This is an optimization exercise on Yosys and OpenROAD, whose aim is small area, not a production implementation. In this exercise RTL edits were held to simulation tests only and were not proved equivalent to the original. No activity file was given, so power comes from the tool's default toggle rates.

===== design/flow/config.mk =====
export PLATFORM = sky130hd
export DESIGN_NAME = registers_32x32
export DESIGN_NICKNAME = registers_32x32
export VERILOG_FILES = /design/flow/design.v
export SDC_FILE = /design/flow/constraint.sdc
export NUM_CORES = 4
export LEC_CHECK = 0
export CAP_MARGIN = 20
export CORE_MARGIN = 2
export CORE_UTILIZATION = 40
export SLEW_MARGIN = 20

===== design/flow/constraint.sdc =====
create_clock -name core_clock -period 6.0 [get_ports {clk_i}]
set_input_delay 1.2000 -clock core_clock [delete_from_list [all_inputs] [get_ports {clk_i}]]
set_output_delay 1.2000 -clock core_clock [all_outputs]
set_load 0.01 [all_outputs]

===== design/flow/run.sh =====
#!/bin/bash
# synth_recipe.tcl (not shown) runs the flow's synth.tcl, then flattens the netlist and writes it again
# the make line also repeats each setting of config.mk as NAME=value (left out here)
make -C /OpenROAD-flow-scripts/flow DESIGN_CONFIG=/design/flow/config.mk WORK_HOME=/design/flow/orfs CLKGATE_MAP_FILE= SYNTH_SCRIPT=/design/flow/synth_recipe.tcl finish

===== design/flow/design.v =====
module mux32
  (
   input [4:0] sel_i,
   input [31:0] data_i,
   output data_o
   );
   genvar i;
   wire [1:0] data_mux16_w;
   wire       data_mux32_w;
   assign data_mux32_w = (sel_i[4]) ? data_mux16_w[1] : data_mux16_w[0];
   assign data_o = data_mux32_w;
generate
   for(i=0;i<2;i=i+1)
     begin : mux16
	mux16 mux16
	 (
	  .sel_i(sel_i[3:0]),
	  .data_i(data_i[(i*16+15)-:16]),
	  .data_o(data_mux16_w[i])
	  );
     end 
endgenerate  
endmodule
module mux16
  (
   input [3:0] 	sel_i,
   input [15:0] data_i,
   output 	data_o
   );
   genvar 	i;
   wire [3:0] 	data_mux4_w;
   wire [1:0] 	data_mux8_w;
   wire 	data_mux16_w;
   assign data_mux8_w[0] = (sel_i[2]) ? data_mux4_w[1] : data_mux4_w[0];
   assign data_mux8_w[1] = (sel_i[2]) ? data_mux4_w[3] : data_mux4_w[2];
   assign data_mux16_w = (sel_i[3]) ? data_mux8_w[1] : data_mux8_w[0];
generate
   for(i=0;i<4;i=i+1)
     begin : mux4
	mux4 mux4
	 (
	  .sel_i(sel_i[1:0]),
	  .data_i(data_i[(i*4+3)-:4]),
	  .data_o(data_mux4_w[i])
	  );
     end 
endgenerate
   assign data_o = data_mux16_w;
endmodule
module mux4
  (
   input [1:0] sel_i,
   input [3:0] data_i,
   output data_o
   );
   reg 	  data_v;
   always @(*)
     case(sel_i)
       2'b00 : data_v = data_i[0];
       2'b01 : data_v = data_i[1];
       2'b10 : data_v = data_i[2];
       2'b11 : data_v = data_i[3];
     endcase
   assign data_o = data_v;
endmodule
module registers_32x32
  (
   input       clk_i,
   input       reset_ni,
   input       write_enable_i,
   input [4:0] register_addr_a_i,
   input [4:0] register_addr_b_i,
   input [4:0] register_write_i,
   input [31:0] write_data_i,
   output [31:0] read_data_a_o,
   output [31:0] read_data_b_o
   );
   integer 	 i;
   wire [4:0] 	 enable_data_w;
   reg 		 enable_register_v [1:31];
   reg [31:0] 	 register [1:31];
   assign enable_data_w = register_write_i & {5{write_enable_i}};
   always @(*)
     begin
	for(i=1;i<32;i=i+1)
	  begin
	     enable_register_v[i] = 1'b0;
	  end
	for(i=1;i<32;i=i+1)
	  begin
	     if (enable_data_w == i) enable_register_v[i] = 1'b1;
	  end 
     end 
   always @(posedge clk_i or negedge reset_ni)
     begin
	if (!reset_ni)
	  for(i=1;i<32;i=i+1)
	    begin
	       register[i] <= 32'b0;
	    end
	else
	  for(i=1;i<32;i=i+1)
	    begin
	       if (enable_register_v[i])
		 begin
		    register[i] <= write_data_i;
		 end
	    end 
     end 
   wire [31:0] decoded_read_a_data_w;
   wire [31:0] decoded_read_b_data_w;
   genvar      j;
generate
   for(j=0;j<32;j=j+1)
     begin : multiplexer
	mux32 mux32_a
	 (
	  .sel_i(register_addr_a_i),
	  .data_i({register[31][j],
		   register[30][j],
		   register[29][j],
		   register[28][j],
		   register[27][j],
		   register[26][j],
		   register[25][j],
		   register[24][j],
		   register[23][j],
		   register[22][j],
		   register[21][j],
		   register[20][j],
		   register[19][j],
		   register[18][j],
		   register[17][j],
		   register[16][j],
		   register[15][j],
		   register[14][j],
		   register[13][j],
		   register[12][j],
		   register[11][j],
		   register[10][j],
		   register[9][j],
		   register[8][j],
		   register[7][j],
		   register[6][j],
		   register[5][j],
		   register[4][j],
		   register[3][j],
		   register[2][j],
		   register[1][j],
		   1'b0}),
	  .data_o(decoded_read_a_data_w[j])
	  );
	mux32 mux32_b
	 (
	  .sel_i(register_addr_b_i),
	  .data_i({register[31][j],
		   register[30][j],
		   register[29][j],
		   register[28][j],
		   register[27][j],
		   register[26][j],
		   register[25][j],
		   register[24][j],
		   register[23][j],
		   register[22][j],
		   register[21][j],
		   register[20][j],
		   register[19][j],
		   register[18][j],
		   register[17][j],
		   register[16][j],
		   register[15][j],
		   register[14][j],
		   register[13][j],
		   register[12][j],
		   register[11][j],
		   register[10][j],
		   register[9][j],
		   register[8][j],
		   register[7][j],
		   register[6][j],
		   register[5][j],
		   register[4][j],
		   register[3][j],
		   register[2][j],
		   register[1][j],
		   1'b0}),
	  .data_o(decoded_read_b_data_w[j])
	  );
     end 
endgenerate 
   assign read_data_a_o = decoded_read_a_data_w;
   assign read_data_b_o = decoded_read_b_data_w;
endmodule 

==> qor.yml, run 1 <==
required_ns: 4.80
die_y_um: 378
finalPower_mw: 19.2
numCtsBuffers: 111
max_stage_delay_ns: 0.67
wirelength_um: 176000
n_fill_cell: 12553
endpoint_kind: "output pin"
fp.dieArea_um2: 143000
drv_cap: 0
layout_common_cells: "mux2_2, dfrtp_1, mux4_2"
core_um2: 139000
cts_tree: "yes"
wl_per_cell_um: 29.1
grt_pass1_vias: 37009
drc: 0
drt.antenna.violating_nets: 0
tightest_slew_ns: 1.14
synth-edff-count: 0
cellLeakagePower_nw: 27.1
synthFlopType: "dfrtp_1"
ys_seq_area_frac: 0.444
grt_pass1_wl_um: 260000
grt_usage: 0.245
crit_arrival_ns: 4.48
vias: 37028
vias_per_cell: 6.14
synthArstFlopShare: 1.00
cts_resized: 0
io_pins: 114
rsz0062_at_grt: "false"
antenna_found_initial: 11
rows: 137
finish.utilization: 0.445
grt.overflow.total: 0
cp_cell_sequence: "clkdlybuf4s50_1 -> and4_2 -> buf_4 -> a22oi_1 -> o221ai_1 -> nor4_1 -> buf_4 -> clkdlybuf4s50_1"
cts-root-buf: "clkbuf_16"
setup_viol: 0
syn_to_final_growth_pct: 10.8
critPathMaxFanout: 13
synth_top_area_cell: "dfrtp_1"
port_buffers: 113
drive_gt1_frac: 0.475
pre_cts_ws_ns: 0.234
ys_ff_latch: 992
p_per_area_nw_per_um2: 310
top_register: "register"
clk_latency_ns: 0.72
drtIter0Drc: 3095
cts.sinks: 992
synth_nets: 4259
fmaxAchievable_ghz: 0.176
post-cts-setup-buffers: 0
ir_drop_mv: 0.217
mostFrequentLayoutCell: "mux2_2"
rr_worst_depth: 1
syn-cell-area_um2: 55900
hold_violations: 0
syn_avg_cell_area_um2: 13.3
min_period_ns: 5.68
cts_buffer_depth: 3
fin_worst_skew_ns: 0
clkSlewWorstSetupHoldPaths_ns: 0.05
postCtsHoldBufs: 0
netlist_top_cells_area: "dfrtp_1, mux2_2, mux4_2"
fin_ws_ns: 0.322
dpl.hpwl_um: 106000
final.setup.tns_ns: 0
nets: 4114
fin_crit_sh: 0.946
slew_violations: 0
slew_headroom: 0.240
hold_path.class: "flip-flop to flip-flop"
yosysTopAreaCellShare: 0.444
hold_depth: 1
routabilityCongestion: 0.833
cp-start-kind: "input pin"
cp_slowest_cell: "clkdlybuf4s50_1"
status: "no timing/DRC/antenna violations"
largest_reg_flops: 992
synthCells: 4209
fin_hold_ws_ns: 0.495
reg_top3: "register (992)"
grt_max_degree: 133
start_util: 0.402
cts_max_level: 3
yosys_warnings: 4
die_width_um: 378
crit_type: "input pin to output pin"
yosys.cell_types.count: 59
first_pass_iters: 5
-- cell usage after synthesis (4+ instances only) --
library cell / instances
mux2_2: 1395
dfrtp_1: 992
clkbuf_1: 216
mux4_2: 161
mux2i_1: 158
buf_2: 155
o22ai_1: 127
buf_4: 120
o221ai_1: 95
nand2b_1: 66
nor2b_1: 65
o211ai_1: 65
o21ai_0: 65
a221oi_1: 64
o211a_1: 63
a211oi_1: 62
mux2_1: 47
nor4_1: 47
nor2_1: 39
a21boi_0: 32
a221o_1: 31
a22oi_1: 31
buf_6: 20
nand2_1: 19
nor4_2: 17
nand4b_1: 4
nor2_2: 4
nor2_4: 4
-- metrics by stage --
stage               instances  cell area, µm²
floorplan                4209           55900
global placement         5827           58400
detailed placement       5827           58400
CTS                      6025           62000
global route             6029           61900
finish                   6029           61900
-- routing by layer --
metal / track usage / wire [µm] / vias to the layer above
li1: - / - / 15853
met1: 0.349 / 78700 / 19745
met2: 0.387 / 81800 / 1155
met3: 0.0335 / 10300 / 267
met4: 0.0764 / 4860 / 8
met5: 0 / 45 / -
-- kinds of logic after synthesis --
kind of cell / after synthesis / share of synthesized area
simple gates: 296 / 0.0345
flops: 992 / 0.444
mux: 1761 / 0.383
buf+inv: 519 / 0.0501
compound gates: 641 / 0.0882
-- worst max-delay path, delay by kind of cell --
kind	cells	cell delay, ns
buffers and inverters	4	1.68
AND/OR/NAND/NOR	2	1.13
AO/OA/AOI/OAI	2	0.44
-- worst paths after layout --
check	from	to	slack, ns
min in group asynchronous	reset_ni	register[12][13]	0.53
worst max register to register	register[3][4]	register[3][4]	5.18
worst max-delay path	register_addr_b_i[4]	read_data_b_o[26]	0.32
worst min register to register	register[11][26]	register[11][26]	0.49
max in group asynchronous	reset_ni	register[12][18]	4.06
worst min-delay path	register[11][26]	register[11][26]	0.49
-- final cells by class --
cell class	instances	area [µm²]	area share
inverter	1	3.75	0.0000606
clock buffer	166	3290	0.0531
tap	1876	2350	0.0379
sequential	992	24800	0.401
multi-input combinational	2698	28500	0.460
timing repair buffer	260	2690	0.0434
clock inverter	32	300	0.00485
antenna	4	10.0	0.000162
-- where the power goes --
part / switching (mW) / total, mW / internal, mW
logic: 1.61 / 3.80 / 2.19
clock network: 2.87 / 6.79 / 3.93
registers: 0.809 / 8.63 / 7.82
==> run 2: changes to the inputs <==
==> design/flow/design.v (replaced) <==
module mux32
  (
   input [4:0]  sel_i,
   input [31:0] data_i,
   output       data_o
   );
   assign data_o = data_i[sel_i];
endmodule
module registers_32x32
  (
   input         clk_i,
   input         reset_ni,
   input         write_enable_i,
   input [4:0]   register_addr_a_i,
   input [4:0]   register_addr_b_i,
   input [4:0]   register_write_i,
   input [31:0]  write_data_i,
   output [31:0] read_data_a_o,
   output [31:0] read_data_b_o
   );
   wire [31:0] data_w [1:31];
   reg [31:1]  valid_q;
   wire [31:1] write_w;
   wire [31:1] hold_w;
   wire [31:1] sel_a_w;
   wire [31:1] sel_b_w;
   genvar r, b, g;
generate
   for (r = 1; r < 32; r = r + 1)
     begin : reg_g
        assign write_w[r] = write_enable_i & (register_write_i == r);
        assign hold_w[r]  = ~write_w[r];
        assign sel_a_w[r] = valid_q[r] & (register_addr_a_i == r);
        assign sel_b_w[r] = valid_q[r] & (register_addr_b_i == r);
        reg [31:0]  data_q;
        wire [31:0] next_w;
        for (b = 0; b < 32; b = b + 1)
          begin : bit_g
             rf_ao22 next
               (.a_i(write_w[r]), .b_i(write_data_i[b]),
                .c_i(hold_w[r]),  .d_i(data_q[b]),
                .y_o(next_w[b]));
          end
        always @(posedge clk_i)
          data_q <= next_w;
        assign data_w[r] = data_q;
        always @(posedge clk_i or negedge reset_ni)
          if (!reset_ni)
            valid_q[r] <= 1'b0;
          else if (write_w[r])
            valid_q[r] <= 1'b1;
     end
   for (b = 0; b < 32; b = b + 1)
     begin : bit_g
        wire [10:0] grp_a_n;
        wire [10:0] grp_b_n;
        for (g = 0; g < 10; g = g + 1)
          begin : grp_g
             rf_aoi222 aoi_a
               (.s_i({sel_a_w[3*g+3], sel_a_w[3*g+2], sel_a_w[3*g+1]}),
                .d_i({data_w[3*g+3][b], data_w[3*g+2][b], data_w[3*g+1][b]}),
                .y_no(grp_a_n[g]));
             rf_aoi222 aoi_b
               (.s_i({sel_b_w[3*g+3], sel_b_w[3*g+2], sel_b_w[3*g+1]}),
                .d_i({data_w[3*g+3][b], data_w[3*g+2][b], data_w[3*g+1][b]}),
                .y_no(grp_b_n[g]));
          end
        assign grp_a_n[10] = ~(sel_a_w[31] & data_w[31][b]);
        assign grp_b_n[10] = ~(sel_b_w[31] & data_w[31][b]);
        rf_nand11 nand_a (.a_ni(grp_a_n), .y_o(read_data_a_o[b]));
        rf_nand11 nand_b (.a_ni(grp_b_n), .y_o(read_data_b_o[b]));
     end
endgenerate
endmodule
module rf_ao22
  (
   input  a_i,
   input  b_i,
   input  c_i,
   input  d_i,
   output y_o
   );
   assign y_o = (a_i & b_i) | (c_i & d_i);
endmodule
module rf_aoi222
  (
   input [2:0] s_i,
   input [2:0] d_i,
   output      y_no
   );
   assign y_no = ~|(s_i & d_i);
endmodule
module rf_nand11
  (
   input [10:0] a_ni,
   output       y_o
   );
   assign y_o = ~&a_ni;
endmodule
--- a/design/flow/config.mk
+++ b/design/flow/config.mk
@@ -8,4 +8,5 @@
 export CAP_MARGIN = 20
 export CORE_MARGIN = 2
-export CORE_UTILIZATION = 40
+export CORE_UTILIZATION = 55
 export SLEW_MARGIN = 20
+export SYNTH_HIERARCHICAL = 1
==> run 2 against run 1 <==
  * Largest power group unchanged
  * Power down 4.5%
  * Global-route usage is 24 points higher
  * Sequential power grew 7.8%
==> qor.yml, run 2 <==
antenna_found_initial: 14  # was 11
holdCritStartpoint: "valid_q[24]"  # was register[11][26]
first_pass_iters: 13  # was 5
numCtsBuffers: 105  # was 111
routabilityCongestion: 0.965  # was 0.833
cts_buffer_depth: 3  # unchanged
fp.dieArea_um2: 73200  # was 143000 µm²
switchingPower_mw: 4.99  # was 5.28 mW
required_ns: 4.80  # about the same
fmaxAchievable_ghz: 0.167  # was 0.176 GHz
hold_depth: 1  # unchanged
post-cts-setup-buffers: 0  # unchanged
netlist_top_cells_area: "dfxtp_1, a22o_1, a222oi_1"  # was dfrtp_1, mux2_2, mux4_2
syn-cell-area_um2: 39100  # was 55900 µm²
grt_usage: 0.486  # was 0.245
slew_violations: 0  # unchanged
clk_latency_ns: 0.69  # was 0.72 ns
ir_drop_mv: 0.345  # was 0.217 mV
io_pins: 114  # unchanged
cts_max_level: 3  # unchanged
synthCells: 3230  # was 4209
regToRegSetupSlack_ns: 5.20  # was 5.18 ns
reg_top3: "reg_g.data_q (992), valid_q (31)"  # was register (992)
cts-root-buf: "clkbuf_16"  # unchanged
ys_ff_latch: 1023  # was 992
cellLeakagePower_nw: 19.1  # was 27.1 nW
cts.sinks: 1023  # was 992
crit_arrival_ns: 4.78  # was 4.48 ns
vias_per_cell: 8.81  # was 6.14
hold_path.class: "flip-flop to flip-flop"  # unchanged
dpl.hpwl_um: 106000  # about the same
drtIter0Drc: 10908  # was 3095
regToRegStartpoint: "valid_q[27]"  # was register[3][4]
tightest_slew_ns: 1.31  # was 1.14 ns
syn_avg_cell_area_um2: 12.1  # was 13.3 µm²
grt_max_degree: 33  # was 133
endpoint_kind: "output pin"  # unchanged
top_register: "reg_g.data_q"  # was register
n_fill_cell: 5342  # was 12.6k
synth_top_area_cell: "dfxtp_1"  # was dfrtp_1
port_buffers: 113  # unchanged
grt_pass1_vias: 39350  # was 37.0k
status: "no timing/DRC/antenna violations"  # unchanged
drc: 0  # unchanged
cts_tree: "yes"  # unchanged
layout_common_cells: "a22o_1, dfxtp_1, a222oi_1"  # was mux2_2, dfrtp_1, mux4_2
cp-start-kind: "input pin"  # unchanged
yosys_warnings: 7  # was 4
finish.utilization: 0.669  # was 0.445
setup_viol: 0  # unchanged
max_stage_delay_ns: 0.71  # was 0.67 ns
drive_gt1_frac: 0.113  # was 0.475
final.setup.tns_ns: 0  # unchanged
fin_crit_sh: 0.996  # was 0.946
nets: 3625  # was 4114
clkSlewWorstSetupHoldPaths_ns: 0.06  # was 0.05 ns
reg2reg_to: "valid_q[27]"  # was register[3][4]
hold_violations: 0  # unchanged
p_clk_frac: 0.373  # was 0.353
ys_seq_area_frac: 0.528  # was 0.444
postCtsHoldBufs: 0  # unchanged
synth-edff-count: 0  # unchanged
yosys.cell_types.count: 32  # was 59
cp_cell_sequence: "clkdlybuf4s50_1 -> nor3b_1 -> and3_1 -> buf_4 -> a222oi_1 -> nand4_1 -> or3_1 -> clkdlybuf4s50_1"  # was clkdlybuf4s50_1 -> and4_2 -> buf_4 -> a22oi_1 -> o221ai_1 -> nor4_1 -> buf_4 -> clkdlybuf4s50_1
crit_path_frequent_cell: "clkdlybuf4s50_1"
p_per_area_nw_per_um2: 391  # was 310 nW/µm²
cp_slowest_cell: "clkdlybuf4s50_1"  # unchanged
internal-power_mw: 13.4  # was 13.9 mW
core_um2: 70100  # was 139000 µm²
rr_worst_depth: 1  # unchanged
synth_nets: 3280  # was 4259
die_y_um: 271  # was 378 µm
synthFlopType: "dfxtp_1"  # was dfrtp_1
p_seq_frac: 0.506  # was 0.449
die_width_um: 271  # was 378 µm
grt_pass1_wl_um: 266000  # was 260000 µm
drt.antenna.violating_nets: 0  # unchanged
crit_type: "input pin to output pin"  # unchanged
whs_endpoint: "valid_q[24]"  # was register[11][26]
critPathBufInv: 3  # was 4
fin_worst_skew_ns: 0  # unchanged
critPathTopFamily: "simple AND/OR/NAND/NOR gates"  # was buffers and inverters
multi_input_area_um2: 18600  # was 28500 µm²
wl_per_cell_um: 40.6  # was 29.1 µm
synthArstFlopShare: 0.0303  # was 1.00
rsz0062_at_grt: "false"  # unchanged
slew_headroom: 0.123  # was 0.240
largest_reg_flops: 992  # unchanged
start_util: 0.557  # was 0.402
final-seq-area_um2: 20600  # was 24800 µm²
cts_resized: 0  # unchanged
synth_commonest_cells: "a22o_1, dfxtp_1, a222oi_1"  # was mux2_2, dfrtp_1, clkbuf_1
wirelength_um: 188000  # was 176000 µm
switching_share: 0.272  # was 0.275
grt.overflow.total: 0  # unchanged
yosysTopAreaCellShare: 0.508  # was 0.444
comb_power_share: 0.121  # was 0.198
rows: 97  # was 137
min_period_ns: 5.98  # was 5.68 ns
syn_to_final_growth_pct: 20.1  # was 10.8%
critPathMaxFanout: 32  # was 13
vias: 40671  # was 37.0k
drv_cap: 0  # unchanged
-- run 2: cell types whose count changed after synthesis, sizes merged, moves of 158 or more --
cell | before | now
buf | 301 | 24
mux2i | 158 | 0
a222oi | 0 | 640
mux2 | 1442 | 0
mux4 | 161 | 0
dfrtp | 992 | 31
dfxtp | 0 | 992
a22o | 1 | 992
clkbuf | 217 | 16
-- run 2: power by group through the flow --
stage | Clock (mW) | Sequential (mW) | Combinational [mW]
after detailed placement | 0 | 9.33 | 2.12
after floorplan | 0 | 9.03 | 1.36
final | 6.84 | 9.30 | 2.22
after global routing | 7.10 | 9.42 | 2.31
after CTS | 6.82 | 9.22 | 2.13
after global placement | 0 | 9.24 | 2.04
-- run 2: cells by family (layout without fill, tap and decap cells) --
| kind of cell | after synthesis | after routing | synth area share |
|---|---|---|---|
| AO/OA/AOI/OAI | 1663 | 1663 | 0.392 |
| other | 0 | 14 | 0 |
| buffers and inverters | 40 | 472 | 0.00474 |
| AND/OR/NAND/NOR | 504 | 504 | 0.0750 |
| flip-flops | 1023 | 1023 | 0.528 |
-- run 2: worst max-delay path by stage --
stage / from / endpoint / slack [ns] / depth (start not counted)
final: register_addr_b_i[0] / read_data_b_o[26] / 0.02 / 8
after global routing: register_addr_b_i[0] / read_data_b_o[26] / 0.05 / 8
after CTS: register_addr_b_i[4] / read_data_b_o[8] / 0.30 / 8
after detailed placement: register_addr_b_i[4] / read_data_b_o[8] / 0.30 / 8
after global placement: register_addr_b_i[4] / read_data_b_o[8] / 0.31 / 8
after floorplan: register_addr_b_i[1] / read_data_b_o[0] / 0.50 / 5
-- run 2: layout make-up --
| cell class | count | share of cell area |
|---|---|---|
| Multi-Input combinational cell | 2167 | 0.397 |
| Antenna cell | 14 | 0.000747 |
| Sequential cell | 1023 | 0.440 |
| Tap cell | 940 | 0.0251 |
| Timing Repair Buffer | 278 | 0.0614 |
| Clock inverter | 36 | 0.0105 |
| Clock buffer | 158 | 0.0660 |
-- run 2: through the flow --
| stage | area [µm²] | hold WS [ns] | power, mW | worst slack [ns] | cells |
|---|---|---|---|---|---|
| after global routing | 46900 | 0.504 | 18.8 | 0.0519 | 4607 |
| after detailed placement | 43000 | 0.456 | 11.4 | 0.301 | 4399 |
| after CTS | 46600 | 0.477 | 18.2 | 0.303 | 4593 |
| after floorplan | 39100 | 0.433 | 10.4 | 0.495 | 3230 |
| final | 46900 | 0.487 | 18.4 | 0.0237 | 4616 |
| after global placement | 43000 | 0.456 | 11.3 | 0.312 | 4398 |
-- run 2: metal layers --
layer | wire length (µm) | vias to the layer above | track usage
met2 | 76500 | 4392 | 0.691
met1 | 62500 | 19503 | 0.597
met4 | 16500 | 8 | 0.357
met5 | 52 | - | 0.00197
li1 | - | 15697 | -
met3 | 32100 | 1071 | 0.190
-- run 2: Yosys stat by module, one instance, submodules excluded --
module	flip-flops and latches	cells	copies in the design
registers_32x32	1023	1342	1
rf_nand11	0	4	64
rf_aoi222	0	1	640
rf_ao22	0	1	992
==> run 3: changes to the inputs <==
==> design/flow/flow/run.sh (new file) <==
#!/bin/bash
# The standard layout, with a leaner clock tree (small clock buffers, no
# dummy loads), small port buffers, and no very large buffers in repair.
# Each step's full output stays in orfs/logs/; make's own output goes to
# standard.log.
set -euo pipefail
here=$(pwd)
export CTS_ARGS="-sink_clustering_enable -repair_clock_nets -dont_use_dummy_load -sink_clustering_size 16 -sink_clustering_max_diameter 50 -buf_list {sky130_fd_sc_hd__clkbuf_4 sky130_fd_sc_hd__clkbuf_8}"
export BUFFER_PORTS_ARGS="-buffer_cell sky130_fd_sc_hd__buf_1"
export PRE_RESIZE_TCL=$here/flow/small_bufs.tcl
export PRE_GLOBAL_ROUTE_TCL=$here/flow/small_bufs.tcl
bash standard.sh > standard.log 2>&1
==> design/flow/flow/small_bufs.tcl (new file) <==
# Keep repair from reaching for very large buffers on the register file's
# control nets; a few mid-size buffers fix the same slews.
set_dont_use [get_lib_cells {sky130_fd_sc_hd__buf_6 sky130_fd_sc_hd__buf_8 sky130_fd_sc_hd__buf_12 sky130_fd_sc_hd__buf_16 sky130_fd_sc_hd__bufbuf_8 sky130_fd_sc_hd__bufbuf_16 sky130_fd_sc_hd__bufinv_8 sky130_fd_sc_hd__bufinv_16 sky130_fd_sc_hd__clkbuf_16 sky130_fd_sc_hd__inv_12 sky130_fd_sc_hd__inv_16 sky130_fd_sc_hd__clkinv_16}]
==> design/flow/standard.sh (new file) <==
#!/bin/bash
# synth_recipe.tcl (not shown) runs the flow's synth.tcl, then flattens the netlist and writes it again
# the make line also repeats each setting of config.mk as NAME=value (left out here)
make -C /OpenROAD-flow-scripts/flow DESIGN_CONFIG=/design/flow/config.mk WORK_HOME=/design/flow/orfs CLKGATE_MAP_FILE= SYNTH_SCRIPT=/design/flow/synth_recipe.tcl "${@:-finish}"
--- a/design/flow/config.mk
+++ b/design/flow/config.mk
@@ -6,7 +6,8 @@
 export NUM_CORES = 4
 export LEC_CHECK = 0
-export CAP_MARGIN = 20
+export CAP_MARGIN = 0
 export CORE_MARGIN = 2
-export CORE_UTILIZATION = 55
-export SLEW_MARGIN = 20
+export CORE_UTILIZATION = 60
+export GPL_TIMING_DRIVEN = 0
+export SLEW_MARGIN = 0
 export SYNTH_HIERARCHICAL = 1
removed: design/flow/run.sh
==> run 3 against run 2 <==
  * Via count down 0.24%
  * Now fails the layout checks on setup timing
  * Sequential share of layout area increased by 4.0 points
  * Highest routed layer unchanged
  * Clock skew unchanged
  * First-iteration DRC count shrank 0.34%
==> qor.yml, run 3 <==
status: "complete, but fails checks"  # was no timing/DRC/antenna violations
failed_checks: "setup timing"
cts_max_level: 3  # unchanged
placed_area_um2: 41700  # was 43000 µm²
rows: 93  # was 97
p_seq_frac: 0.613  # was 0.506
die_width_um: 259  # was 271 µm
synth_top_family_by_area: "compound AO/OA/AOI/OAI gates"  # unchanged
synth_commonest_cells: "a22o_1, dfxtp_1, a222oi_1"  # unchanged
fp.dieArea_um2: 67200  # was 73200 µm²
syn_avg_cell_area_um2: 12.1  # unchanged
cp-start-kind: "input pin"  # unchanged
nets: 3581  # was 3625
rr_worst_depth: 1  # unchanged
fin_ws_ns: -0.146  # was 0.0237 ns
die_y_um: 259  # was 271 µm
max_stage_delay_ns: 0.87  # was 0.71 ns
drt.antenna.violating_nets: 0  # unchanged
grt.overflow.total: 0  # unchanged
crit_arrival_ns: 4.95  # was 4.78 ns
required_ns: 4.80  # about the same
grt_pass1_vias: 38797  # was 39.4k
switching_share: 0.295  # was 0.272
cp_slowest_cell: "nor3b_2"  # was clkdlybuf4s50_1
first_pass_iters: 15  # was 13
drc: 0  # unchanged
cts-root-buf: "clkbuf_8"  # was clkbuf_16
synth_mux_area_frac: 0  # unchanged
n_fill_cell: 4911  # was 5342
ys_seq_area_frac: 0.528  # unchanged
cts_buffer_depth: 3  # unchanged
core_um2: 64500  # was 70100 µm²
tightest_slew_ns: 1.28  # was 1.31 ns
vias_per_cell: 9.23  # was 8.81
synth_top_area_cell: "dfxtp_1"  # unchanged
dpl.hpwl_um: 111000  # was 106000 µm
synthFlopType: "dfxtp_1"  # unchanged
p_per_area_nw_per_um2: 351  # was 391 nW/µm²
clk_latency_ns: 0.75  # was 0.69 ns
wirelength_um: 186000  # was 188000 µm
ir_drop_mv: 0.246  # was 0.345 mV
yosysTopAreaCellShare: 0.508  # unchanged
internal-power_mw: 10.6  # was 13.4 mW
slew_violations: 0  # unchanged
final.setup.tns_ns: -0.159  # was 0 ns
cellLeakagePower_nw: 17.4  # was 19.1 nW
critPathMaxFanout: 10  # was 32
routabilityCongestion: 0.967  # was 0.965
syn-cell-area_um2: 39100  # unchanged
comb_power_share: 0.140  # was 0.121
endpoint_kind: "output pin"  # unchanged
io_pins: 114  # unchanged
crit_type: "input pin to output pin"  # unchanged
largest_reg_flops: 992  # unchanged
vias: 40572  # was 40.7k
slew_headroom: 0.144  # was 0.123
synth-edff-count: 0  # unchanged
yosys_warnings: 7  # unchanged
yosys.cell_types.count: 32  # unchanged
top_register: "reg_g.data_q"  # unchanged
fmaxAchievable_ghz: 0.163  # was 0.167 GHz
rsz0062_at_grt: "false"  # unchanged
synth_adder_area_share: 0  # unchanged
drive_gt1_frac: 0.104  # was 0.113
synth_compound_area_frac: 0.392  # unchanged
syn_to_final_growth_pct: 10.1  # was 20.1%
post-cts-setup-buffers: 0  # unchanged
drtIter0Drc: 10871  # about the same
wl_per_cell_um: 42.4  # was 40.6 µm
fin_worst_skew_ns: 0  # unchanged
netlist_top_cells_area: "dfxtp_1, a22o_1, a222oi_1"  # unchanged
synth_xor_xnor_area_share: 0  # unchanged
grt_max_degree: 33  # unchanged
synth-simple-area-share: 0.0750  # unchanged
grt_usage: 0.528  # was 0.486
antenna_found_initial: 15  # was 14
switchingPower_mw: 4.45  # was 4.99 mW
cts.sinks: 1023  # unchanged
layout_common_cells: "a22o_1, dfxtp_1, a222oi_1"  # unchanged
start_util: 0.606  # was 0.557
hold_depth: 1  # unchanged
hold_violations: 0  # unchanged
min_period_ns: 6.15  # was 5.98 ns
drv_cap: 0  # unchanged
ys_ff_latch: 1023  # unchanged
grt_pass1_wl_um: 262000  # was 266000 µm
setup_viol: 2  # was 0
cts_tree: "yes"  # unchanged
reg_top3: "reg_g.data_q (992), valid_q (31)"  # unchanged
final-seq-area_um2: 20600  # unchanged
synth_nets: 3280  # unchanged
port_buffers: 113  # unchanged
synthArstFlopShare: 0.0303  # unchanged
clkSlewWorstSetupHoldPaths_ns: 0.07  # was 0.06 ns
postCtsHoldBufs: 0  # unchanged
post-route-cell-area_um2: 43000  # was 46900 µm²
cp_cell_sequence: "buf_1 -> nor2b_1 -> nor3b_2 -> buf_2 -> buf_4 -> buf_2 -> a222oi_1 -> nand4_1 -> or3_1 -> buf_1"  # was clkdlybuf4s50_1 -> nor3b_1 -> and3_1 -> buf_4 -> a222oi_1 -> nand4_1 -> or3_1 -> clkdlybuf4s50_1
p_clk_frac: 0.246  # was 0.373
multi_input_area_um2: 18700  # was 18600 µm²
numCtsBuffers: 96  # was 105
cts_resized: 0  # unchanged
synthCells: 3230  # unchanged
hold_path.class: "flip-flop to flip-flop"  # unchanged
fin_crit_sh: 1.02  # was 0.996
[run 3: cell counts after synthesis]
Identical to the previous run, type by type.
[run 3: layer usage]
metal,part of all wire,track usage,vias to the layer above
li1,-,-,15503
met1,0.33,0.642,19459
met2,0.39,0.718,4391
met3,0.19,0.260,1205
met4,0.093,0.382,14
met5,0.0010,0.0142,-
[run 3: power groups by stage]
stage | clock network (mW) | registers [mW] | logic (mW)
after floorplan | 0 | 9.03 | 1.36
after detailed placement | 0 | 9.31 | 2.00
final | 3.72 | 9.26 | 2.12
after CTS | 3.65 | 9.18 | 2.01
after global placement | 0 | 9.17 | 1.88
after global routing | 3.91 | 9.37 | 2.19
[run 3: cell type report]
cell class	count	area share
multi-input combinational	2167	0.434
buffer	40	0.00430
tap	855	0.0249
clock buffer	96	0.0307
sequential	1023	0.480
antenna	14	0.000814
timing repair buffer	203	0.0259
[run 3: cell families after synthesis]
group / count (synthesis)
and+or+nand+nor: 504
DFF: 1023
buffers and inverters: 40
AOI/OAI and AO/OA: 1663
[run 3: final timing paths]
path                       slack, ns                 start                end
hold / removal                  0.47           valid_q[24]        valid_q[24]
hold reg to reg                 0.47           valid_q[24]        valid_q[24]
setup reg to reg                5.20           valid_q[31]        valid_q[31]
min in group asynchronous       0.52              reset_ni        valid_q[27]
max in group asynchronous       4.93              reset_ni        valid_q[25]
setup / recovery               -0.15  register_addr_b_i[2]  read_data_b_o[15]
[run 3: worst max-delay path: cells and delay by family]
kind            cells  cell delay [ns]
buf+inv             5             1.48
compound gates      1             0.14
simple gates        4             2.11
[run 3: Yosys stat by module, one instance, submodules excluded]
module,cell area [µm²],copies in the design
rf_aoi222,10.0,640
rf_nand11,23.8,64
rf_ao22,8.76,992
registers_32x32,22500,1
[run 3: through the flow]
step | util | hold slack, ns | setup WS, ns | power, mW | std cells
after CTS | 0.667 | 0.468 | 0.326 | 14.8 | 4384
after global placement | 0.629 | 0.444 | -4.33 | 11.1 | 4198
after global routing | 0.667 | 0.491 | 0.00115 | 15.5 | 4386
after detailed placement | 0.646 | 0.453 | 0.325 | 11.3 | 4288
after floorplan | - | 0.433 | 0.495 | 10.4 | 3230
final | 0.667 | 0.471 | -0.146 | 15.1 | 4398
==> run 4: changes to the inputs <==
--- a/design/flow/config.mk
+++ b/design/flow/config.mk
@@ -8,5 +8,5 @@
 export CAP_MARGIN = 0
 export CORE_MARGIN = 2
-export CORE_UTILIZATION = 60
+export CORE_UTILIZATION = 50
 export GPL_TIMING_DRIVEN = 0
 export SLEW_MARGIN = 0
==> run 4 against run 3 <==
  * The run now finishes clean
  * Clock skew is the same
  * Synthesized cell count is the same
  * Hold slack lost 0.00054 ns
  * Sequential power is essentially flat
  * Maximum frequency grew 4.9%
  * First-iteration DRC count shrank 17%
  * Worst setup slack gained 0.28 ns
  * Global-route usage shrank 6.9 points
  * Highest routed layer unchanged
==> qor.yml, run 4 <==
status: "no timing/DRC/antenna violations"  # was complete, but fails checks
finish.utilization: 0.566  # was 0.667
cts_buffer_depth: 3  # unchanged
die_width_um: 284  # was 259 µm
cellLeakagePower_nw: 17.8  # was 17.4 nW
fp.dieArea_um2: 80400  # was 67200 µm²
wirelength_um: 196000  # was 186000 µm
wl_per_cell_um: 42.1  # was 42.4 µm
cts_resized: 0  # unchanged
numCtsBuffers: 108  # was 96
synth_nets: 3280  # unchanged
nets: 3650  # was 3581
top_register: "reg_g.data_q"  # unchanged
tightest_slew_ns: 1.15  # was 1.28 ns
yosys.cell_types.count: 32  # unchanged
clk_latency_ns: 0.76  # was 0.75 ns
cts_max_level: 3  # unchanged
drive_gt1_frac: 0.121  # was 0.104
synth-edff-count: 0  # unchanged
ir_drop_mv: 0.219  # was 0.246 mV
vias_per_cell: 8.64  # was 9.23
port_buffers: 113  # unchanged
yosysTopAreaCellShare: 0.508  # unchanged
clkSlewWorstSetupHoldPaths_ns: 0.04  # was 0.07 ns
start_util: 0.505  # was 0.606
cp-start-kind: "input pin"  # unchanged
p_per_area_nw_per_um2: 349  # was 351 nW/µm²
routabilityCongestion: 0.964  # was 0.967
grt.overflow.total: 0  # unchanged
cts_tree: "yes"  # unchanged
rsz0062_at_grt: "false"  # unchanged
crit_type: "input pin to output pin"  # unchanged
fin_crit_sh: 0.977  # was 1.02
antenna_found_initial: 13  # was 15
grt_max_degree: 33  # unchanged
synthCells: 3230  # unchanged
drc: 0  # unchanged
drtIter0Drc: 8988  # was 10.9k
grt_pass1_vias: 39367  # was 38.8k
synthArstFlopShare: 0.0303  # unchanged
first_pass_iters: 14  # was 15
drv_cap: 0  # unchanged
grt_pass1_wl_um: 272000  # was 262000 µm
min_period_ns: 5.86  # was 6.15 ns
synth_top_area_cell: "dfxtp_1"  # unchanged
fin_worst_skew_ns: 0  # unchanged
postCtsHoldBufs: 0  # unchanged
endpoint_kind: "output pin"  # unchanged
setup_viol: 0  # was 2
grt_usage: 0.458  # was 0.528
critPathMaxFanout: 11  # was 10
hold_violations: 0  # unchanged
slew_headroom: 0.233  # was 0.144
drt.antenna.violating_nets: 0  # unchanged
vias: 40168  # was 40.6k
syn_avg_cell_area_um2: 12.1  # unchanged
syn-cell-area_um2: 39100  # unchanged
placedCellCount: 4530  # was 4288
crit_arrival_ns: 4.66  # was 4.95 ns
dpl.hpwl_um: 122000  # was 111000 µm
slew_violations: 0  # unchanged
synthFlopType: "dfxtp_1"  # unchanged
core_um2: 77500  # was 64500 µm²
reg_top3: "reg_g.data_q (992), valid_q (31)"  # unchanged
io_pins: 114  # unchanged
synth_commonest_cells: "a22o_1, dfxtp_1, a222oi_1"  # unchanged
post-cts-setup-buffers: 0  # unchanged
rows: 102  # was 93
yosys_warnings: 7  # unchanged
ys_ff_latch: 1023  # unchanged
die_y_um: 284  # was 259 µm
fin_cells: 4649  # was 4398
cts.sinks: 1023  # unchanged
largest_reg_flops: 992  # unchanged
syn_to_final_growth_pct: 12.2  # was 10.1%
ys_seq_area_frac: 0.528  # unchanged
hold_path.class: "flip-flop to flip-flop"  # unchanged
required_ns: 4.80  # about the same
fmaxAchievable_ghz: 0.171  # was 0.163 GHz
cts-root-buf: "clkbuf_8"  # unchanged
layout_common_cells: "a22o_1, dfxtp_1, a222oi_1"  # unchanged
netlist_top_cells_area: "dfxtp_1, a22o_1, a222oi_1"  # unchanged
run 4: area by class of cell:
type	instances	area [µm²]
antenna	11	27.5
tap	1040	1300
clock buffer	108	1490
fill	6539	33600
multi-input combinational	2167	18700
timing repair buffer	260	1540
sequential	1023	20600
buffer	40	185
run 4: path summary, 6_finish.rpt:
check                      slack [ns]                 start  depth (start not counted)                end
max                              0.14  register_addr_b_i[2]                         10  read_data_b_o[13]
min                              0.47           valid_q[18]                          1        valid_q[18]
max reg2reg                      5.23           valid_q[31]                          1        valid_q[31]
min reg2reg                      0.47           valid_q[18]                          1        valid_q[18]
max in group asynchronous        5.00              reset_ni                          1        valid_q[18]
min in group asynchronous        0.48              reset_ni                          1         valid_q[9]
run 4: kinds of logic (layout without fill, tap and decap cells):
| group | Yosys count | in the layout | synth area share |
|---|---|---|---|
| compound gates | 1663 | 1663 | 0.392 |
| buf+inv | 40 | 408 | 0.00474 |
| flops | 1023 | 1023 | 0.528 |
| other cells | 0 | 11 | 0 |
| simple gates | 504 | 504 | 0.0750 |
run 4: metrics by stage:
step                cell area, µm²  hold slack [ns]  setup WS, ns  power, mW  setup TNS (ns)
floorplan                    39100            0.433         0.495       10.4               0
global placement             40800            0.447         -5.11       11.1         -407.41
detailed placement           42300            0.453         0.370       11.3               0
CTS                          43800            0.462         0.366       15.1               0
global route                 43800            0.478         0.163       15.7               0
finish                       43800            0.470         0.139       15.3               0
run 4: power by group:
part / switching (mW) / internal (mW)
logic: 1.03 / 1.07
registers: 1.08 / 8.16
clock network: 2.37 / 1.59
run 4: worst max-delay path, cell delays in order:
cell and delay (ns):
buf_1 0.22, nor2b_1 0.55, nor3b_2 0.84, buf_4 0.35
buf_2 0.31, buf_4 0.28, a222oi_1 0.12, nand4_1 0.38
or3_1 0.22, buf_1 0.18
run 4: modules after synthesis (local to each module, per instance):
module | cell area [µm²] | cells | flip-flops and latches
registers_32x32 | 22500 | 1342 | 1023
rf_nand11 | 23.8 | 4 | 0
rf_aoi222 | 10.0 | 1 | 0
rf_ao22 | 8.76 | 1 | 0
run 4: layer usage:
metal / track usage / up-vias / share of wire
li1: - / 15644 / -
met1: 0.552 / 19456 / 0.34
met2: 0.663 / 4014 / 0.41
met3: 0.172 / 1046 / 0.16
met4: 0.347 / 8 / 0.088
met5: 0.00595 / - / 0.00024
==> run 5: changes to the inputs <==
--- a/design/flow/design.v
+++ b/design/flow/design.v
@@ -25,12 +25,38 @@
    wire [31:1] sel_a_w;
    wire [31:1] sel_b_w;
-   genvar r, b, g;
+   wire [3:0] write_lo_w;
+   wire [7:0] write_hi_w;
+   wire [3:0] addr_a_lo_w;
+   wire [7:0] addr_a_hi_w;
+   wire [3:0] addr_b_lo_w;
+   wire [7:0] addr_b_hi_w;
+   genvar r, b, g, k;
+generate
+   for (k = 0; k < 4; k = k + 1)
+     begin : lo_g
+        assign write_lo_w[k]  = write_enable_i & (register_write_i[1:0] == k);
+        assign addr_a_lo_w[k] = (register_addr_a_i[1:0] == k);
+        assign addr_b_lo_w[k] = (register_addr_b_i[1:0] == k);
+     end
+   for (k = 0; k < 8; k = k + 1)
+     begin : hi_g
+        assign write_hi_w[k]  = (register_write_i[4:2] == k);
+        assign addr_a_hi_w[k] = (register_addr_a_i[4:2] == k);
+        assign addr_b_hi_w[k] = (register_addr_b_i[4:2] == k);
+     end
+endgenerate
 generate
    for (r = 1; r < 32; r = r + 1)
      begin : reg_g
-        assign write_w[r] = write_enable_i & (register_write_i == r);
-        assign hold_w[r]  = ~write_w[r];
-        assign sel_a_w[r] = valid_q[r] & (register_addr_a_i == r);
-        assign sel_b_w[r] = valid_q[r] & (register_addr_b_i == r);
+        rf_and2 write
+          (.a_i(write_lo_w[r % 4]), .b_i(write_hi_w[r / 4]), .y_o(write_w[r]));
+        rf_nand2 hold
+          (.a_i(write_lo_w[r % 4]), .b_i(write_hi_w[r / 4]), .y_no(hold_w[r]));
+        rf_and3 sel_a
+          (.a_i(addr_a_lo_w[r % 4]), .b_i(addr_a_hi_w[r / 4]), .c_i(valid_q[r]),
+           .y_o(sel_a_w[r]));
+        rf_and3 sel_b
+          (.a_i(addr_b_lo_w[r % 4]), .b_i(addr_b_hi_w[r / 4]), .c_i(valid_q[r]),
+           .y_o(sel_b_w[r]));
         reg [31:0]  data_q;
         wire [31:0] next_w;
@@ -73,4 +99,29 @@
 endgenerate
 endmodule
+module rf_and2
+  (
+   input  a_i,
+   input  b_i,
+   output y_o
+   );
+   assign y_o = a_i & b_i;
+endmodule
+module rf_nand2
+  (
+   input  a_i,
+   input  b_i,
+   output y_no
+   );
+   assign y_no = ~(a_i & b_i);
+endmodule
+module rf_and3
+  (
+   input  a_i,
+   input  b_i,
+   input  c_i,
+   output y_o
+   );
+   assign y_o = a_i & b_i & c_i;
+endmodule
 module rf_ao22
   (
--- a/design/flow/config.mk
+++ b/design/flow/config.mk
@@ -8,6 +8,7 @@
 export CAP_MARGIN = 0
 export CORE_MARGIN = 2
-export CORE_UTILIZATION = 50
+export CORE_UTILIZATION = 55
 export GPL_TIMING_DRIVEN = 0
+export SETUP_SLACK_MARGIN = 0.3
 export SLEW_MARGIN = 0
 export SYNTH_HIERARCHICAL = 1
==> run 5 against run 4 <==
  * Clock skew did not move
  * Maximum frequency up 6.9%
  * Sequential share of layout area grew 1.1 points
  * Area after synthesis fell by 0.96%
  * Highest routed layer unchanged
  * Critical path depth is 3 lower
  * Sequential power barely moved
  * Hold slack improved by 0.017 ns
  * Sequential cell count is the same
  * Register-to-register slack lost 0.07 ns
  * Clock power is 2% lower
  * Power shrank 0.93%
  * Still clean
  * Largest cell class unchanged
  * Utilization increased by 4.7 points
==> qor.yml, run 5 <==
status: "no timing/DRC/antenna violations"  # unchanged
core_um2: 69900  # was 77500 µm²
synth_nets: 3222  # was 3280
final.setup.tns_ns: 0  # unchanged
synth_top_area_cell: "dfxtp_1"  # unchanged
endpoint_kind: "output pin"  # unchanged
slew_headroom: 0.223  # was 0.233
ys_seq_area_frac: 0.533  # was 0.528
fin_hold_ws_ns: 0.488  # was 0.470 ns
post-cts-setup-buffers: 0  # unchanged
syn-cell-area_um2: 38700  # was 39100 µm²
top_register: "reg_g.data_q"  # unchanged
cp-start-kind: "input pin"  # unchanged
drv_cap: 0  # unchanged
fin_crit_sh: 0.913  # was 0.977
syn_to_final_growth_pct: 10.8  # was 12.2%
hold_violations: 0  # unchanged
grt_pass1_wl_um: 263000  # was 272000 µm
crit_type: "input pin to output pin"  # unchanged
fin_worst_skew_ns: 0  # unchanged
synth-edff-count: 0  # unchanged
crit_start: "register_addr_b_i[0]"  # was register_addr_b_i[2]
fmaxAchievable_ghz: 0.182  # was 0.171 GHz
vias_per_cell: 9.00  # was 8.64
cts_max_level: 3  # unchanged
cts_resized: 0  # unchanged
yosys_warnings: 7  # unchanged
synth_commonest_cells: "a22o_1, dfxtp_1, a222oi_1"  # unchanged
reg2reg_to: "valid_q[4]"  # was valid_q[31]
die_width_um: 269  # was 284 µm
drtIter0Drc: 10306  # was 8988
cts_buffer_depth: 3  # unchanged
post-route-cell-area_um2: 42900  # was 43800 µm²
wl_per_cell_um: 42.7  # was 42.1 µm
antenna_found_initial: 9  # was 13
synthArstFlopShare: 0.0303  # unchanged
largest_reg_flops: 992  # unchanged
hold_path.class: "input pin to async pin"  # was flip-flop to flip-flop
setup_viol: 0  # unchanged
synthFlopType: "dfxtp_1"  # unchanged
dpl.hpwl_um: 112000  # was 122000 µm
rows: 97  # was 102
max_stage_delay_ns: 1.08  # was 0.84 ns
regToRegSetupSlack_ns: 5.16  # was 5.23 ns
crit_arrival_ns: 4.28  # was 4.66 ns
finalPower_mw: 15.2  # was 15.3 mW
syn_avg_cell_area_um2: 12.2  # was 12.1 µm²
fin_cells: 4457  # was 4649
vias: 40116  # was 40.2k
yosys.cell_types.count: 17  # was 32
ir_drop_mv: 0.229  # was 0.219 mV
cp_slowest_cell: "and3_2"  # was nor3b_2
numCtsBuffers: 104  # was 108
nets: 3558  # was 3650
drt.antenna.violating_nets: 0  # unchanged
placed_area_um2: 41400  # was 42300 µm²
grt_max_degree: 33  # unchanged
cp.depth: 7  # was 10
crit_end: "read_data_b_o[27]"  # was read_data_b_o[13]
tightest_slew_ns: 1.17  # was 1.15 ns
rsz0062_at_grt: "false"  # unchanged
drive_gt1_frac: 0.117  # was 0.121
reg_top3: "reg_g.data_q (992), valid_q (31)"  # unchanged
cp_cell_sequence: "buf_1 -> nor2b_1 -> and3_2 -> a222oi_1 -> nand4_1 -> or3_1 -> buf_1"  # was buf_1 -> nor2b_1 -> nor3b_2 -> buf_4 -> buf_2 -> buf_4 -> a222oi_1 -> nand4_1 -> or3_1 -> buf_1
grt_usage: 0.491  # was 0.458
clk_latency_ns: 0.75  # was 0.76 ns
regToRegStartpoint: "valid_q[4]"  # was valid_q[31]
die_y_um: 269  # was 284 µm
yosysTopAreaCellShare: 0.513  # was 0.508
start_util: 0.554  # was 0.505
placedCellCount: 4342  # was 4530
grt_pass1_vias: 38304  # was 39.4k
min_period_ns: 5.48  # was 5.86 ns
netlist_top_cells_area: "dfxtp_1, a22o_1, a222oi_1"  # unchanged
required_ns: 4.80  # about the same
rr_worst_depth: 1  # unchanged
grt.overflow.total: 0  # unchanged
cts.sinks: 1023  # unchanged
postCtsHoldBufs: 0  # unchanged
ys_ff_latch: 1023  # unchanged
routabilityCongestion: 0.907  # was 0.964
layout_common_cells: "a22o_1, dfxtp_1, a222oi_1"  # unchanged
slew_violations: 0  # unchanged
critPathTopFamily: "simple AND/OR/NAND/NOR gates"  # unchanged
crit_path_frequent_cell: "buf_1"
io_pins: 114  # unchanged
drc: 0  # unchanged
critPathBufInv: 2  # was 5
cts-root-buf: "clkbuf_8"  # unchanged
fp.dieArea_um2: 72500  # was 80400 µm²
clkSlewWorstSetupHoldPaths_ns: 0.09  # was 0.04 ns
p_per_area_nw_per_um2: 353  # was 349 nW/µm²
critPathMaxFanout: 32  # was 11
first_pass_iters: 15  # was 14
cellLeakagePower_nw: 17.5  # was 17.8 nW
synthCells: 3172  # was 3230
cts_tree: "yes"  # unchanged
port_buffers: 113  # unchanged
wirelength_um: 190000  # was 196000 µm
[run 5: cell type report]
type | count | area, µm²
Multi-Input combinational cell | 2143 | 18200
Sequential cell | 1023 | 20600
Antenna cell | 11 | 27.5
Tap cell | 940 | 1180
Timing Repair Buffer | 230 | 1340
Buffer | 6 | 67.6
Clock buffer | 104 | 1430
Fill cell | 5644 | 27000
[run 5: how the worst min path moves through the flow]
stage	startpoint	to	slack, ns
6_report	reset_ni	valid_q[19]	0.49
5_1_grt	valid_q[22]	valid_q[22]	0.50
3_3_place_gp	valid_q[23]	valid_q[23]	0.46
4_1_cts	reset_ni	valid_q[19]	0.49
3_5_place_dp	valid_q[31]	valid_q[31]	0.47
2_1_floorplan	valid_q[10]	valid_q[10]	0.45
[run 5: metal layers]
layer	track usage	vias up	share of wire
met5	0.00526	-	0.00022
met4	0.343	6	0.087
met3	0.216	1093	0.18
met2	0.687	4449	0.40
met1	0.604	19290	0.33
li1	-	15278	-
[run 5: per-module statistics from Yosys (local to each module, per instance), a selection]
module           flip-flops and latches  cells inside  times used
rf_nand2                              0             1          31
rf_and3                               0             1          62
registers_32x32                    1023          1160           1
rf_nand11                             0             4          64
rf_aoi222                             0             1         640
rf_and2                               0             1          31
[run 5: cell families after synthesis]
group                  count (synthesis)  synth area share
DFF                                 1023             0.533
AOI/OAI and AO/OA                   1632             0.390
buffers and inverters                  6           0.00175
and+or+nand+nor                      511            0.0752
[run 5: metrics by stage]
step	util	setup slack, ns
after floorplan	-	2.09
after global placement	0.577	0.0844
after detailed placement	0.592	0.877
after CTS	0.613	0.867
after global routing	0.613	0.512
final	0.613	0.519
[run 5: power breakdown]
part / switching, mW / leakage, nW / internal (mW) / total [mW]
Clock: 2.34 / 0.748 / 1.53 / 3.87
Combinational: 0.985 / 8.11 / 1.06 / 2.04
Sequential: 1.08 / 8.61 / 8.16 / 9.24
Total: 4.41 / 17.5 / 10.7 / 15.2
==> run 6: changes to the inputs <==
--- a/design/flow/flow/run.sh
+++ b/design/flow/flow/run.sh
@@ -6,5 +6,5 @@
 set -euo pipefail
 here=$(pwd)
-export CTS_ARGS="-sink_clustering_enable -repair_clock_nets -dont_use_dummy_load -sink_clustering_size 16 -sink_clustering_max_diameter 50 -buf_list {sky130_fd_sc_hd__clkbuf_4 sky130_fd_sc_hd__clkbuf_8}"
+export CTS_ARGS="-sink_clustering_enable -repair_clock_nets -dont_use_dummy_load -sink_clustering_size 16 -sink_clustering_max_diameter 60 -buf_list {sky130_fd_sc_hd__clkbuf_4 sky130_fd_sc_hd__clkbuf_8}"
 export BUFFER_PORTS_ARGS="-buffer_cell sky130_fd_sc_hd__buf_1"
 export PRE_RESIZE_TCL=$here/flow/small_bufs.tcl
==> run 6 against run 5 <==
  * Still clean
  * Via count decreased by 1.2%
  * Area after synthesis is the same
  * Power decreased by 3.2%
==> qor.yml, run 6 <==
drc: 0  # unchanged
required_ns: 4.80  # about the same
drtIter0Drc: 10196  # was 10.3k
internal-power_mw: 10.4  # was 10.7 mW
core_um2: 69900  # unchanged
yosys_warnings: 7  # unchanged
port_buffers: 113  # unchanged
setup_viol: 0  # unchanged
grt_pass1_vias: 37977  # was 38.3k
drv_cap: 0  # unchanged
switching_share: 0.294  # was 0.291
reg_top3: "reg_g.data_q (992), valid_q (31)"  # unchanged
largest_reg_flops: 992  # unchanged
rows: 97  # unchanged
pre_cts_ws_ns: 0.877  # unchanged
cts-root-buf: "clkbuf_8"  # unchanged
max_stage_delay_ns: 1.06  # was 1.08 ns
ys_seq_area_frac: 0.533  # unchanged
crit_type: "input pin to output pin"  # unchanged
wl_per_cell_um: 42.8  # was 42.7 µm
status: "no timing/DRC/antenna violations"  # unchanged
slew_headroom: 0.215  # was 0.223
crit_arrival_ns: 4.23  # was 4.28 ns
cts_resized: 0  # unchanged
grt_pass1_wl_um: 263000  # about the same
fin_worst_skew_ns: 0  # unchanged
cts_max_level: 3  # unchanged
final.setup.tns_ns: 0  # unchanged
io_pins: 114  # unchanged
first_pass_iters: 13  # was 15
ir_drop_mv: 0.236  # was 0.229 mV
p_per_area_nw_per_um2: 345  # was 353 nW/µm²
wirelength_um: 190000  # about the same
cellLeakagePower_nw: 17.3  # was 17.5 nW
fp.dieArea_um2: 72500  # unchanged
layout_common_cells: "a22o_1, dfxtp_1, a222oi_1"  # unchanged
synthCells: 3172  # unchanged
fin_ws_ns: 0.568  # was 0.519 ns
endpoint_kind: "output pin"  # unchanged
vias: 39650  # was 40.1k
finalPower_mw: 14.7  # was 15.2 mW
comb_power_share: 0.139  # was 0.135
synthFlopType: "dfxtp_1"  # unchanged
syn-cell-area_um2: 38700  # unchanged
ys_ff_latch: 1023  # unchanged
cts_tree: "yes"  # unchanged
netlist_top_cells_area: "dfxtp_1, a22o_1, a222oi_1"  # unchanged
die_y_um: 269  # unchanged
drive_gt1_frac: 0.110  # was 0.117
grt_max_degree: 33  # unchanged
clk_latency_ns: 0.74  # was 0.75 ns
clkSlewWorstSetupHoldPaths_ns: 0.08  # was 0.09 ns
rsz0062_at_grt: "false"  # unchanged
hold_violations: 0  # unchanged
post-cts-setup-buffers: 0  # unchanged
dpl.hpwl_um: 112000  # unchanged
slew_violations: 0  # unchanged
fin_crit_sh: 0.905  # was 0.913
synth_nets: 3222  # unchanged
p_seq_frac: 0.629  # was 0.610
synth_top_area_cell: "dfxtp_1"  # unchanged
vias_per_cell: 8.96  # was 9.00
synth_commonest_cells: "a22o_1, dfxtp_1, a222oi_1"  # unchanged
hold_path.class: "flip-flop to flip-flop"  # was input pin to async pin
synthArstFlopShare: 0.0303  # unchanged
tightest_slew_ns: 1.18  # was 1.17 ns
p_clk_frac: 0.232  # was 0.255
start_util: 0.554  # unchanged
min_period_ns: 5.43  # was 5.48 ns
cp-start-kind: "input pin"  # unchanged
cts_buffer_depth: 3  # unchanged
crit_path_frequent_cell: "buf_1"  # unchanged
switchingPower_mw: 4.31  # was 4.41 mW
synth-edff-count: 0  # unchanged
nets: 3531  # was 3558
drt.antenna.violating_nets: 0  # unchanged
cp_slowest_cell: "and3_2"  # unchanged
cp_cell_sequence: "buf_1 -> nor2b_1 -> and3_2 -> a222oi_1 -> nand4_1 -> or3_1 -> buf_1"  # unchanged
grt.overflow.total: 0  # unchanged
postCtsHoldBufs: 0  # unchanged
critPathMaxFanout: 32  # unchanged
fin_hold_ws_ns: 0.489  # was 0.488 ns
cts.sinks: 1023  # unchanged
antenna_found_initial: 11  # was 9
top_register: "reg_g.data_q"  # unchanged
syn_to_final_growth_pct: 9.79  # was 10.8%
yosys.cell_types.count: 17  # unchanged
grt_usage: 0.491  # about the same
syn_avg_cell_area_um2: 12.2  # unchanged
fmaxAchievable_ghz: 0.184  # was 0.182 GHz
routabilityCongestion: 0.907  # unchanged
yosysTopAreaCellShare: 0.513  # unchanged
numCtsBuffers: 77  # was 104
die_width_um: 269  # unchanged
[run 6: path summary, 6_finish.rpt]
path	cells after the start	start	endpoint	slack (ns)
max in group asynchronous	1	reset_ni	valid_q[30]	4.97
min in group asynchronous	1	reset_ni	valid_q[17]	0.50
hold / removal	1	valid_q[31]	valid_q[31]	0.49
setup / recovery	7	register_addr_b_i[0]	read_data_b_o[0]	0.57
hold reg to reg	1	valid_q[31]	valid_q[31]	0.49
setup reg to reg	1	valid_q[4]	valid_q[4]	5.15
[run 6: worst max-delay path, delay by kind of cell]
family / cells / cell delay [ns]
and+or+nand+nor: 4 / 2.34
buffers and inverters: 2 / 0.35
AOI/OAI and AO/OA: 1 / 0.29
[run 6: power by group through the flow]
stage	Sequential (mW)	Combinational, mW	Clock (mW)
2_1_floorplan	9.02	1.32	0
3_3_place_gp	9.16	1.83	0
3_5_place_dp	9.29	1.93	0
4_1_cts	9.16	1.94	3.37
5_1_grt	9.36	2.11	3.62
6_report	9.23	2.04	3.41
[run 6: cell type report]
type / instances / area [µm²]
timing repair buffer: 230 / 1340
tap: 940 / 1180
multi-input combinational: 2143 / 18200
sequential: 1023 / 20600
fill: 5687 / 27400
buffer: 6 / 67.6
antenna: 7 / 17.5
clock buffer: 77 / 1060
[run 6: modules after synthesis (local to each module, per instance)]
module	cells inside	flip-flops and latches	times used	area [µm²]
registers_32x32	1160	1023	1	21400
rf_and2	1	0	31	6.26
rf_aoi222	1	0	640	10.0
rf_nand2	1	0	31	3.75
rf_ao22	1	0	992	8.76
rf_and3	1	0	62	6.26
rf_nand11	4	0	64	23.8
[run 6: cells by family (layout without fill, tap and decap cells)]
kind of cell	count (synthesis)	after routing	share of synthesized area
AOI/OAI and AO/OA	1632	1632	0.390
DFF	1023	1023	0.533
and+or+nand+nor	511	511	0.0752
buffers and inverters	6	313	0.00175
other	0	7	0
[run 6: per-layer routing]
layer / global-route usage / wire length [µm] / vias to the layer above
met5: 0 / 43 / -
met4: 0.343 / 16400 / 6
met3: 0.211 / 34300 / 1016
met2: 0.683 / 75500 / 4354
met1: 0.609 / 63300 / 19059
li1: - / - / 15215
[run 6: through the flow]
stage	utilization	area (µm²)	instances
after floorplan	-	38700	3172
after global placement	0.577	40300	4225
after detailed placement	0.592	41400	4342
after CTS	0.607	42500	4419
after global routing	0.608	42500	4423
final	0.608	42500	4426
==> run 7: changes to the inputs <==
--- a/design/flow/config.mk
+++ b/design/flow/config.mk
@@ -10,4 +10,5 @@
 export CORE_UTILIZATION = 55
 export GPL_TIMING_DRIVEN = 0
+export PLACE_DENSITY = 0.85
 export SETUP_SLACK_MARGIN = 0.3
 export SLEW_MARGIN = 0
==> run 7 against run 6 <==
  * Still clean
  * Clock power fell by 4%
  * Cell area fell by 1.7%
  * Die area did not move
  * Worst setup slack got worse by 0.29 ns
  * Largest cell class unchanged
  * Highest routed layer unchanged
==> qor.yml, run 7 <==
post-route-cell-area_um2: 41800  # was 42500 µm²
hold_depth: 1  # unchanged
required_ns: 4.80  # about the same
clk_latency_ns: 0.72  # was 0.74 ns
fp.dieArea_um2: 72500  # unchanged
crit_type: "input pin to output pin"  # unchanged
p_per_area_nw_per_um2: 347  # was 345 nW/µm²
first_pass_iters: 22  # was 13
cts_max_level: 3  # unchanged
regToRegSetupSlack_ns: 5.18  # was 5.15 ns
fmaxAchievable_ghz: 0.175  # was 0.184 GHz
slew_violations: 0  # unchanged
n_fill_cell: 5813  # was 5687
final.setup.tns_ns: 0  # unchanged
post-cts-setup-buffers: 0  # unchanged
grt_pass1_vias: 36406  # was 38.0k
dpl.hpwl_um: 89100  # was 112000 µm
grt_max_degree: 34  # was 33
syn_avg_cell_area_um2: 12.2  # unchanged
largest_reg_flops: 992  # unchanged
synth_nets: 3222  # unchanged
die_width_um: 269  # unchanged
tightest_slew_ns: 1.27  # was 1.18 ns
pre_cts_ws_ns: 0.848  # was 0.877 ns
grt.overflow.total: 0  # unchanged
cts.sinks: 1023  # unchanged
ir_drop_mv: 0.191  # was 0.236 mV
synth_commonest_cells: "a22o_1, dfxtp_1, a222oi_1"  # unchanged
cellLeakagePower_nw: 16.8  # was 17.3 nW
drt.antenna.violating_nets: 0  # unchanged
rows: 97  # unchanged
syn-cell-area_um2: 38700  # unchanged
reg_top3: "reg_g.data_q (992), valid_q (31)"  # unchanged
min_period_ns: 5.73  # was 5.43 ns
yosysTopAreaCellShare: 0.513  # unchanged
clkSlewWorstSetupHoldPaths_ns: 0.10  # was 0.08 ns
wirelength_um: 168000  # was 190000 µm
cts_tree: "yes"  # unchanged
grt_usage: 0.435  # was 0.491
comb_power_share: 0.138  # was 0.139
setup_viol: 0  # unchanged
drive_gt1_frac: 0.0846  # was 0.110
fin_worst_skew_ns: 0  # unchanged
start_util: 0.554  # unchanged
syn_to_final_growth_pct: 7.89  # was 9.79%
synth_top_area_cell: "dfxtp_1"  # unchanged
synth-edff-count: 0  # unchanged
ys_ff_latch: 1023  # unchanged
fin_crit_sh: 0.954  # was 0.905
switching_share: 0.289  # was 0.294
synthCells: 3172  # unchanged
nets: 3434  # was 3531
postCtsHoldBufs: 0  # unchanged
port_buffers: 113  # unchanged
hold_path.class: "flip-flop to flip-flop"  # unchanged
status: "no timing/DRC/antenna violations"  # unchanged
switchingPower_mw: 4.19  # was 4.31 mW
top_register: "reg_g.data_q"  # unchanged
routabilityCongestion: 1.00  # was 0.907
vias_per_cell: 8.92  # was 8.96
synthArstFlopShare: 0.0303  # unchanged
drtIter0Drc: 10610  # was 10.2k
synthFlopType: "dfxtp_1"  # unchanged
drv_cap: 0  # unchanged
vias: 38656  # was 39.7k
cts_resized: 0  # unchanged
p_seq_frac: 0.635  # was 0.629
ys_seq_area_frac: 0.533  # unchanged
die_y_um: 269  # unchanged
io_pins: 114  # unchanged
layout_common_cells: "a22o_1, dfxtp_1, a222oi_1"  # unchanged
antenna_found_initial: 12  # was 11
core_um2: 69900  # unchanged
critPathMaxFanout: 32  # unchanged
cts-root-buf: "clkbuf_8"  # unchanged
yosys_warnings: 7  # unchanged
numCtsBuffers: 74  # was 77
cp-start-kind: "input pin"  # unchanged
netlist_top_cells_area: "dfxtp_1, a22o_1, a222oi_1"  # unchanged
wl_per_cell_um: 38.8  # was 42.8 µm
grt_pass1_wl_um: 238000  # was 263000 µm
fin_ws_ns: 0.274  # was 0.568 ns
yosys.cell_types.count: 17  # unchanged
cts_buffer_depth: 3  # unchanged
rr_worst_depth: 1  # unchanged
endpoint_kind: "output pin"  # unchanged
p_clk_frac: 0.227  # was 0.232
crit_arrival_ns: 4.53  # was 4.23 ns
drc: 0  # unchanged
internal-power_mw: 10.3  # was 10.4 mW
hold_violations: 0  # unchanged
placed_area_um2: 40700  # was 41400 µm²
rsz0062_at_grt: "false"  # unchanged
slew_headroom: 0.155  # was 0.215
-- run 7: cell count changes in the layout (fill, tap and decap cells not counted), sizes merged --
| cell | delta |
|---|---|
| buf | -80 |
| clkbuf | -17 |
| diode | +6 |
-- run 7: per-module statistics from Yosys (local to each module, per instance) --
module | cells | area (µm²) | times used
registers_32x32 | 1160 | 21400 | 1
rf_ao22 | 1 | 8.76 | 992
rf_and3 | 1 | 6.26 | 62
rf_and2 | 1 | 6.26 | 31
rf_nand11 | 4 | 23.8 | 64
rf_aoi222 | 1 | 10.0 | 640
rf_nand2 | 1 | 3.75 | 31
-- run 7: final cells by class --
class / count / area [µm²] / share of cell area
timing repair buffer: 136 / 634 / 0.0152
tap: 940 / 1180 / 0.0282
clock buffer: 74 / 1020 / 0.0244
multi-input combinational: 2143 / 18200 / 0.436
antenna: 13 / 32.5 / 0.000779
sequential: 1023 / 20600 / 0.494
buffer: 6 / 67.6 / 0.00162
-- run 7: kinds of logic (layout without fill, tap and decap cells) --
| logic type | Yosys count | after routing | synth area share |
|---|---|---|---|
| AOI/OAI and AO/OA | 1632 | 1632 | 0.390 |
| DFF | 1023 | 1023 | 0.533 |
| and+or+nand+nor | 511 | 511 | 0.0752 |
| buffers and inverters | 6 | 216 | 0.00175 |
| other | 0 | 13 | 0 |
-- run 7: power groups by stage --
| stage | clock network [mW] | logic, mW | registers (mW) |
|---|---|---|---|
| floorplan | 0 | 1.32 | 9.02 |
| global placement | 0 | 1.79 | 9.21 |
| detailed placement | 0 | 1.89 | 9.27 |
| CTS | 3.24 | 1.89 | 9.15 |
| global route | 3.49 | 2.08 | 9.35 |
| finish | 3.29 | 2.00 | 9.21 |
-- run 7: final timing paths --
path	start	end
hold reg to reg	valid_q[20]	valid_q[20]
min in group asynchronous	reset_ni	valid_q[18]
setup reg to reg	valid_q[1]	valid_q[1]
setup / recovery	register_addr_b_i[0]	read_data_b_o[7]
max in group asynchronous	reset_ni	valid_q[15]
hold / removal	valid_q[20]	valid_q[20]
-- run 7: through the flow --
| stage | total power [mW] | std cells | hold WS, ns | utilization |
|---|---|---|---|---|
| detailed placement | 11.2 | 4248 | 0.464 | 0.582 |
| global route | 14.9 | 4326 | 0.505 | 0.597 |
| floorplan | 10.3 | 3172 | 0.448 | - |
| global placement | 11.0 | 4225 | 0.457 | 0.577 |
| CTS | 14.3 | 4322 | 0.488 | 0.597 |
| finish | 14.5 | 4335 | 0.494 | 0.597 |
-- run 7: routing by layer --
metal	track usage	vias up	routed length [µm]
li1	-	15061	-
met1	0.518	18319	54700
met2	0.602	4192	67100
met3	0.203	1072	30900
met4	0.339	12	15300
met5	0.00592	-	185
-- run 7: critical path, cell delays in order --
cell      delay [ns]
buf_1           0.24
nor2b_1         0.64
and3_2          1.11
a222oi_1        0.23
nand4_1         0.71
or3_1           0.23
buf_1           0.15

==> static timing again, ports no longer ideal <==
In the flow no input, the clock included, has a driving cell. The finished layouts below were timed again as built, in two steps. Step 1 assumes that a clkbuf_16 drives the clock port and a buf_2 every other input. Step 2, shift: input delay + t, output delay - t, t = (earliest + latest rising clock arrival at the registers) / 2. This alone moves slack from input paths to output paths. a / b / c = ideal / step 1 / step 2; a / b = the first two.
run | shift t [ns] | setup slack, ns | worst register clock-pin slew, ns
run 1 | 0.794 | 0.322 / 0.266 / 0.266 | 0.07 / 0.07
run 2 | 0.755 | 0.024 / -0.009 / -0.009 | 0.07 / 0.07
run 3 | 0.807 | -0.146 / -0.219 / -0.219 | 0.11 / 0.11
run 4 | 0.818 | 0.139 / 0.108 / 0.108 | 0.10 / 0.10
run 5 | 0.818 | 0.519 / 0.401 / 0.401 | 0.11 / 0.11
run 6 | 0.799 | 0.568 / 0.451 / 0.451 | 0.11 / 0.11
run 7 | 0.788 | 0.274 / 0.208 / 0.208 | 0.11 / 0.11
Met with ideal ports but missed after step 2: setup timing in run 2. For run 5, which loses most, drivers alone change the setup slack by -0.118 ns; drivers and shift together by -0.118 ns.
